Source: an optimization exercise on an open RTL-to-GDS flow (aim: small area and a short achievable clock period). Production flows keep margins and buffers that such runs may drop.
In this exercise RTL edits were held to simulation tests only and were not proved equivalent to the original.
Power is estimated from default activity; no workload was simulated.

## the previous run
// DLX_top
module DLX_top(
input logic clk, rst,
input logic enable_ex,
input logic [31:0] src1, src2, imm,
input logic [6:0] control_in,
input logic [31:0] mem_data_read_in,
output logic mem_data_wr_en,
output logic [31:0] mem_data_write_out,
output logic [31:0]aluout,
output logic carry
);
Size in the first run: about 1200 cells after synthesis, ~200 I/O pins.
make LEC_CHECK=0 CAP_MARGIN=20 CORE_MARGIN=2 CORE_UTILIZATION=40 SLEW_MARGIN=20 finish   # period 4.5 ns
run.sh (not shown) runs the stock make flow with config.mk's settings and CLKGATE_MAP_FILE= SYNTH_SCRIPT=/design/flow/synth_recipe.tcl, a recipe that flattens the netlist after the stock synthesis.
Edits applied to the flow inputs when going from the previous run to the current run:
==> flow/flow/run.sh (new file) <==
#!/bin/bash
# The standard layout, with plain buffers (not delay cells) on the ports.
set -euo pipefail
bash standard.sh "BUFFER_PORTS_ARGS=-buffer_cell sky130_fd_sc_hd__buf_1" finish > standard.log 2>&1
==> flow/standard.sh (new file) <==
#!/bin/bash
# synth_recipe.tcl (not shown) runs the flow's synth.tcl, then flattens the netlist and writes it again
# the make line also repeats each setting of config.mk as NAME=value (left out here)
make -C /OpenROAD-flow-scripts/flow DESIGN_CONFIG=/design/flow/config.mk WORK_HOME=/design/flow/orfs CLKGATE_MAP_FILE= SYNTH_SCRIPT=/design/flow/synth_recipe.tcl "${@:-finish}"
-- flow/config.mk --
<<< the previous run, line 10
export CORE_UTILIZATION = 40
export SLEW_MARGIN = 20
>>> the current run, line 10
export CORE_UTILIZATION = 40
export SETUP_SLACK_MARGIN = 1.0
export SLEW_MARGIN = 20
removed: flow/run.sh
Sort the previous run and the current run by final setup slack of the worst path desc -> top: the current run. ~same cell count in the previous run and the current run. Delta (the current run minus the previous run): total placed cells including tap cells shows no meaningful change, portion of the layout cell area used by non-clock buffers shows a reduction of 9.4 points, peak supply drop shows a reduction of about 16%, fraction of the cycle the final worst path needs shows a reduction of 5.1 points, post-placement cell area shows a reduction of 1300 µm².

========
The RTL this note starts from:
==> flow/design.v <==
`timescale 1ns / 1ps
module stage1(
input logic clk, rst,
input logic enable_ex,
input logic [31:0] src1, src2, imm,
input logic [6:0] control_in,
input logic [31:0] mem_data_read_in,
output logic mem_data_wr_en,
output logic [31:0] mem_data_write_out,
output logic [31:0] p_q, g_q,
output logic [8:0] n_q,         
output logic cin_q, hadd_q, fill_q, shr_q, shl_q, upd_a_q,
output logic [1:0] cmode_q       
    );
logic [2:0] operation, opselect;
logic immp_regn;
assign {operation, immp_regn, opselect} = control_in;
assign mem_data_write_out = src2;
assign mem_data_wr_en = (opselect == 3'b100) && immp_regn;
logic [31:0] a, a_rev;
for (genvar i = 0; i < 32; i++) begin : g_rev
    assign a_rev[i] = a[31-i];
end
assign a = src1;
logic arith, memrd, shift, issue;
assign issue = enable_ex & ~rst;
assign arith = (opselect == 3'b001);
assign memrd = (opselect == 3'b101) && immp_regn;
assign shift = (opselect == 3'b000);
logic [31:0] b;
logic lhg;
assign lhg = arith && (operation == 3'b111);
logic k_m, k_imm, k_s2, k_imm_hi, k_s2_hi, k_imm_lhg, k_s2_lhg;
assign k_m = memrd;
assign k_imm = ~memrd & immp_regn;
assign k_s2 = ~memrd & ~immp_regn;
assign k_imm_hi = k_imm & ~lhg;
assign k_s2_hi = k_s2 & ~lhg;
assign k_imm_lhg = k_imm & lhg;
assign k_s2_lhg = k_s2 & lhg;
assign b[15:0] = ({16{k_m}} & mem_data_read_in[15:0]) | ({16{k_imm}} & imm[15:0]) | ({16{k_s2}} & src2[15:0]);
assign b[31:16] = ({16{k_m}} & mem_data_read_in[31:16]) | ({16{k_imm_hi}} & imm[31:16]) | ({16{k_s2_hi}} & src2[31:16])
                | ({16{k_imm_lhg}} & imm[15:0]) | ({16{k_s2_lhg}} & src2[15:0]);
logic shl_op;
assign shl_op = shift & ~operation[1];
logic [31:0] x;
logic k_rev, k_a, k_na;
assign k_rev = shl_op;
assign k_a = ~shl_op & ~operation[1];
assign k_na = ~shl_op & operation[1];
assign x = ({32{k_rev}} & a_rev) | ({32{k_a}} & a) | ({32{k_na}} & ~a);
logic [3:0] t_lo, t_mid, t_hi;
logic addop;
logic cin, hadd, fill, shr, shl, upd, upd_a;
logic [1:0] cm, cmode;
always_comb begin
    t_lo = 4'b0000;
    addop = 1'b0;
    cin = 1'b0;
    hadd = 1'b0;
    fill = 1'b0;
    shr = 1'b0;
    shl = 1'b0;
    upd = 1'b0;
    cm = 2'd0;
    if (arith) begin
        upd = 1'b1;
        case (operation)
            3'b000:  begin t_lo = 4'b0110; addop = 1'b1; cm = 2'd2; end
            3'b010:  begin t_lo = 4'b0110; addop = 1'b1; cin = 1'b1; cm = 2'd2; end   
            3'b001: begin t_lo = 4'b0110; addop = 1'b1; hadd = 1'b1; cm = 2'd3; end
            3'b011:  begin t_lo = 4'b0101; cm = 2'd1; end
            3'b100:  t_lo = 4'b1000;
            3'b101:   t_lo = 4'b1110;
            3'b110:  t_lo = 4'b1001;                    
            default: begin t_lo = 4'b0000; cm = 2'd1; end
        endcase
    end else if (memrd) begin
        upd = (operation != 3'b011);
        cm = (operation != 3'b011) ? 2'd1 : 2'd0;
        t_lo = 4'b1010;
    end else if (shift) begin
        upd = ~operation[2];
        shl = ~operation[1];
        shr = operation[1];
        fill = operation[0] & operation[1] & a[31];
        t_lo = operation[1] ? 4'b0011 : 4'b1100;  
    end
end
assign upd_a = upd & issue;
assign cmode = issue ? cm : 2'd0;
always_comb begin
    t_mid = t_lo;
    t_hi = t_lo;
    if (lhg) t_hi = 4'b1010;
    if (memrd) begin
        if (operation[1:0] == 2'b00) t_mid = {4{~operation[2] & mem_data_read_in[7]}};
        if (operation[1] == 1'b0) t_hi = {4{~operation[2] & (operation[0] ? mem_data_read_in[15] : mem_data_read_in[7])}};
    end
end
logic [31:0] p, g;
for (genvar i = 0; i < 32; i++) begin : g_p
    if (i < 8) assign p[i] = t_lo[{x[i], b[i]}];
    else if (i < 16) assign p[i] = t_mid[{x[i], b[i]}];
    else assign p[i] = t_hi[{x[i], b[i]}];
end
assign g = addop ? x & b : 32'b0;
logic [4:0] n;
assign n = imm[2] ? src2[4:0] : imm[10:6];
always_ff@(posedge clk) begin
    p_q <= p;
    g_q <= g;
    n_q <= {n[4], 4'b1 << n[3:2], 4'b1 << n[1:0]};
    cin_q <= cin;
    hadd_q <= hadd;
    fill_q <= fill;
    shr_q <= shr;
    shl_q <= shl;
    upd_a_q <= upd_a;
    cmode_q <= cmode;
end
endmodule
`timescale 1ns / 1ps
module stage2(
input logic clk, rst,
input logic [31:0] p, g,
input logic [8:0] n,             
input logic cin, hadd, fill, shr, shl, upd_a,
input logic [1:0] cmode,
output logic [31:0] aluout,
output logic carry
);
function automatic logic [65:0] sk_level(input logic [32:0] p_in, g_in, input int l);
    logic [32:0] p_out, g_out;
    for (int i = 0; i < 33; i++) begin
        if ((i >> l) & 1) begin
            g_out[i] = p_in[i] ? g_in[((i >> l) << l) - 1] : g_in[i];
            p_out[i] = p_in[i] & p_in[((i >> l) << l) - 1];
        end else begin
            g_out[i] = g_in[i];
            p_out[i] = p_in[i];
        end
    end
    sk_level = {g_out, p_out};
endfunction
logic [32:0] pp0, pp1, pp2, pp3, pp4, pp5, gg0, gg1, gg2, gg3, gg4, gg5, gg6, pp6;
logic [32:0] c;
assign pp0 = {p, 1'b0};
assign gg0 = {g, cin};
assign {gg1, pp1} = sk_level(pp0, gg0, 0);
assign {gg2, pp2} = sk_level(pp1, gg1, 1);
assign {gg3, pp3} = sk_level(pp2, gg2, 2);
assign {gg4, pp4} = sk_level(pp3, gg3, 3);
assign {gg5, pp5} = sk_level(pp4, gg4, 4);
assign {gg6, pp6} = sk_level(pp5, gg5, 5);
assign c = gg6;
logic [31:0] sum, sh, sh_rev;
assign sum = p ^ c[31:0];
logic [3:0] s0, s1;
assign s0 = n[3:0];
assign s1 = n[7:4];
logic [34:0] e0;
logic [43:0] e1;
logic [31:0] l0, l1;
assign e0 = {{3{fill}}, p};
for (genvar i = 0; i < 32; i++) begin : g_l0
    assign l0[i] = (s0[0] & e0[i]) | (s0[1] & e0[i+1]) | (s0[2] & e0[i+2]) | (s0[3] & e0[i+3]);
end
assign e1 = {{12{fill}}, l0};
for (genvar i = 0; i < 32; i++) begin : g_l1
    assign l1[i] = (s1[0] & e1[i]) | (s1[1] & e1[i+4]) | (s1[2] & e1[i+8]) | (s1[3] & e1[i+12]);
end
assign sh = n[8] ? {{16{fill}}, l1[31:16]} : l1;
for (genvar i = 0; i < 32; i++) begin : g_rev
    assign sh_rev[i] = sh[31-i];
end
logic k_shr, k_shl, k_sum_lo, k_sum_hi, k_sext, k_hold;
assign k_hold   = ~rst & ~upd_a;
assign k_shr    = ~rst & upd_a & shr;
assign k_shl    = ~rst & upd_a & shl;
assign k_sum_lo = ~rst & upd_a & ~shr & ~shl;
assign k_sum_hi = k_sum_lo & ~hadd;
assign k_sext   = k_sum_lo & hadd;
logic [31:0] aluout_d;
for (genvar i = 0; i < 32; i++) begin : g_d
    if (i < 16) begin : g_lo
        assign aluout_d[i] = (k_shr & sh[i]) | (k_shl & sh_rev[i]) | (k_sum_lo & sum[i]) | (k_hold & aluout[i]);
    end else begin : g_hi
        assign aluout_d[i] = (k_shr & sh[i]) | (k_shl & sh_rev[i]) | (k_sum_hi & sum[i]) | (k_sext & sum[15]) | (k_hold & aluout[i]);
    end
end
logic cres;
always_comb begin
    case (cmode)
        2'd0: cres = carry;
        2'd1: cres = 1'b0;
        2'd2: cres = p[31] ^ c[32];
        default: cres = c[16];
    endcase
end
always_ff@(posedge clk) begin
    aluout <= aluout_d;
    carry <= ~rst & cres;
end
endmodule
`timescale 1ns / 1ps
module DLX_top(
input logic clk, rst,
input logic enable_ex,
input logic [31:0] src1, src2, imm,
input logic [6:0] control_in,
input logic [31:0] mem_data_read_in,
output logic mem_data_wr_en,
output logic [31:0] mem_data_write_out,
output logic [31:0]aluout,
output logic carry
);
logic [31:0] p, g;
logic [8:0] n;
logic cin, hadd, fill, shr, shl, upd_a;
logic [1:0] cmode;
stage1 s1(clk, rst, enable_ex, src1, src2, imm, control_in, mem_data_read_in,
          mem_data_wr_en, mem_data_write_out,
          p, g, n, cin, hadd, fill, shr, shl, upd_a, cmode);
stage2 uut(clk, rst, p, g, n, cin, hadd, fill, shr, shl, upd_a, cmode, aluout, carry);
endmodule
export LEC_CHECK = 0
export CAP_MARGIN = 20
export CORE_MARGIN = 2
export CORE_UTILIZATION = 40
export CTS_BUF_LIST = sky130_fd_sc_hd__clkbuf_4 sky130_fd_sc_hd__clkbuf_8
export SETUP_SLACK_MARGIN = 2.2
export SLEW_MARGIN = 20
create_clock -name core_clock -period 4.5 [get_ports {clk}]
standard.sh (not shown) runs the stock make flow with config.mk's settings and CLKGATE_MAP_FILE= SYNTH_SCRIPT=/design/flow/synth_recipe.tcl, a recipe that flattens the netlist after the stock synthesis.
==> flow/flow/run.sh <==
#!/bin/bash
# The standard layout, with plain buffers (not delay cells) on the ports.
set -euo pipefail
bash standard.sh "BUFFER_PORTS_ARGS=-buffer_cell sky130_fd_sc_hd__buf_1" finish > standard.log 2>&1
The first run completed with no timing, DRC or antenna violations.
Then changed:
PLACE_DENSITY = 0.8   (was unset)
SETUP_SLACK_MARGIN = 2.0   (was 2.2)
What happened: The new run passed the timing, design-rule and antenna checks. Final area went down by 9.2%. Clock skew stays flat. First-iteration DRC count went up by 48%. Total power went down by 2.2%. Sequential share of layout area went up by 1.7 points.
Then changed:
PLACE_DENSITY = unset   (was 0.8)
SETUP_SLACK_MARGIN = 1.9   (was 2.0)
=> Register-to-register slack degrades by 20 ps. Power decreases by a few percent. Core utilization decreases by 1.6 points. Fmax decreases by a few percent. Worst setup slack degrades by 110 ps. Routed wire length increases by a few percent. Via count decreases by a few percent.
Then changed:
SETUP_SLACK_MARGIN = 2.0   (was 1.9)
TNS_END_PERCENT = 0   (was unset)
The changed run completed without violations.
Core utilization is about the same.
Non-clock buffer count went down by 7.
Power went up by 8.4%.
Routed wire length went down by 2.4%.
Sequential power is about the same.
Hold slack improves by 14 ps.
Cell area barely changes.

[what the ideal ports hide]
The results above use ideal ports. As a check the final layouts listed here were re-extracted and re-timed, cells and wires unchanged.
Step 1, drivers: a clkbuf_16 drives clk and a buf_2 each remaining input, both assumed.
Step 2 moves the port delays by t, midway between the first and last clock arrival at a register: inputs arrive t later, outputs are due t later. That takes back most of the time a late clock gives input paths.
a / b / c = ideal ports / drivers / drivers and shift; a / b = the first two.
run	t, ns	setup slack, ns	worst setup path after step 2	latest minus earliest clock arrival (ns)
the previous run	0.408	0.888 / 0.912 / 0.503	input to register	0.011 / 0.011
the current run	0.416	1.118 / 1.133 / 0.716	input to register	0.017 / 0.017
the first run of note 2	0.487	2.088 / 2.084 / 1.664	input to register	0.013 / 0.013
the second run of note 2	0.490	2.004 / 2.013 / 1.531	input to register	0.015 / 0.015
the third run of note 2	0.507	1.895 / 1.910 / 1.403	input to register	0.014 / 0.014
the fourth run of note 2	0.494	1.828 / 1.845 / 1.351	input to register	0.014 / 0.015
After both steps every run listed still meets setup and hold. For the third run of note 2, which loses most, drivers alone change the setup slack by +0.015 ns; drivers and shift together by -0.492 ns.
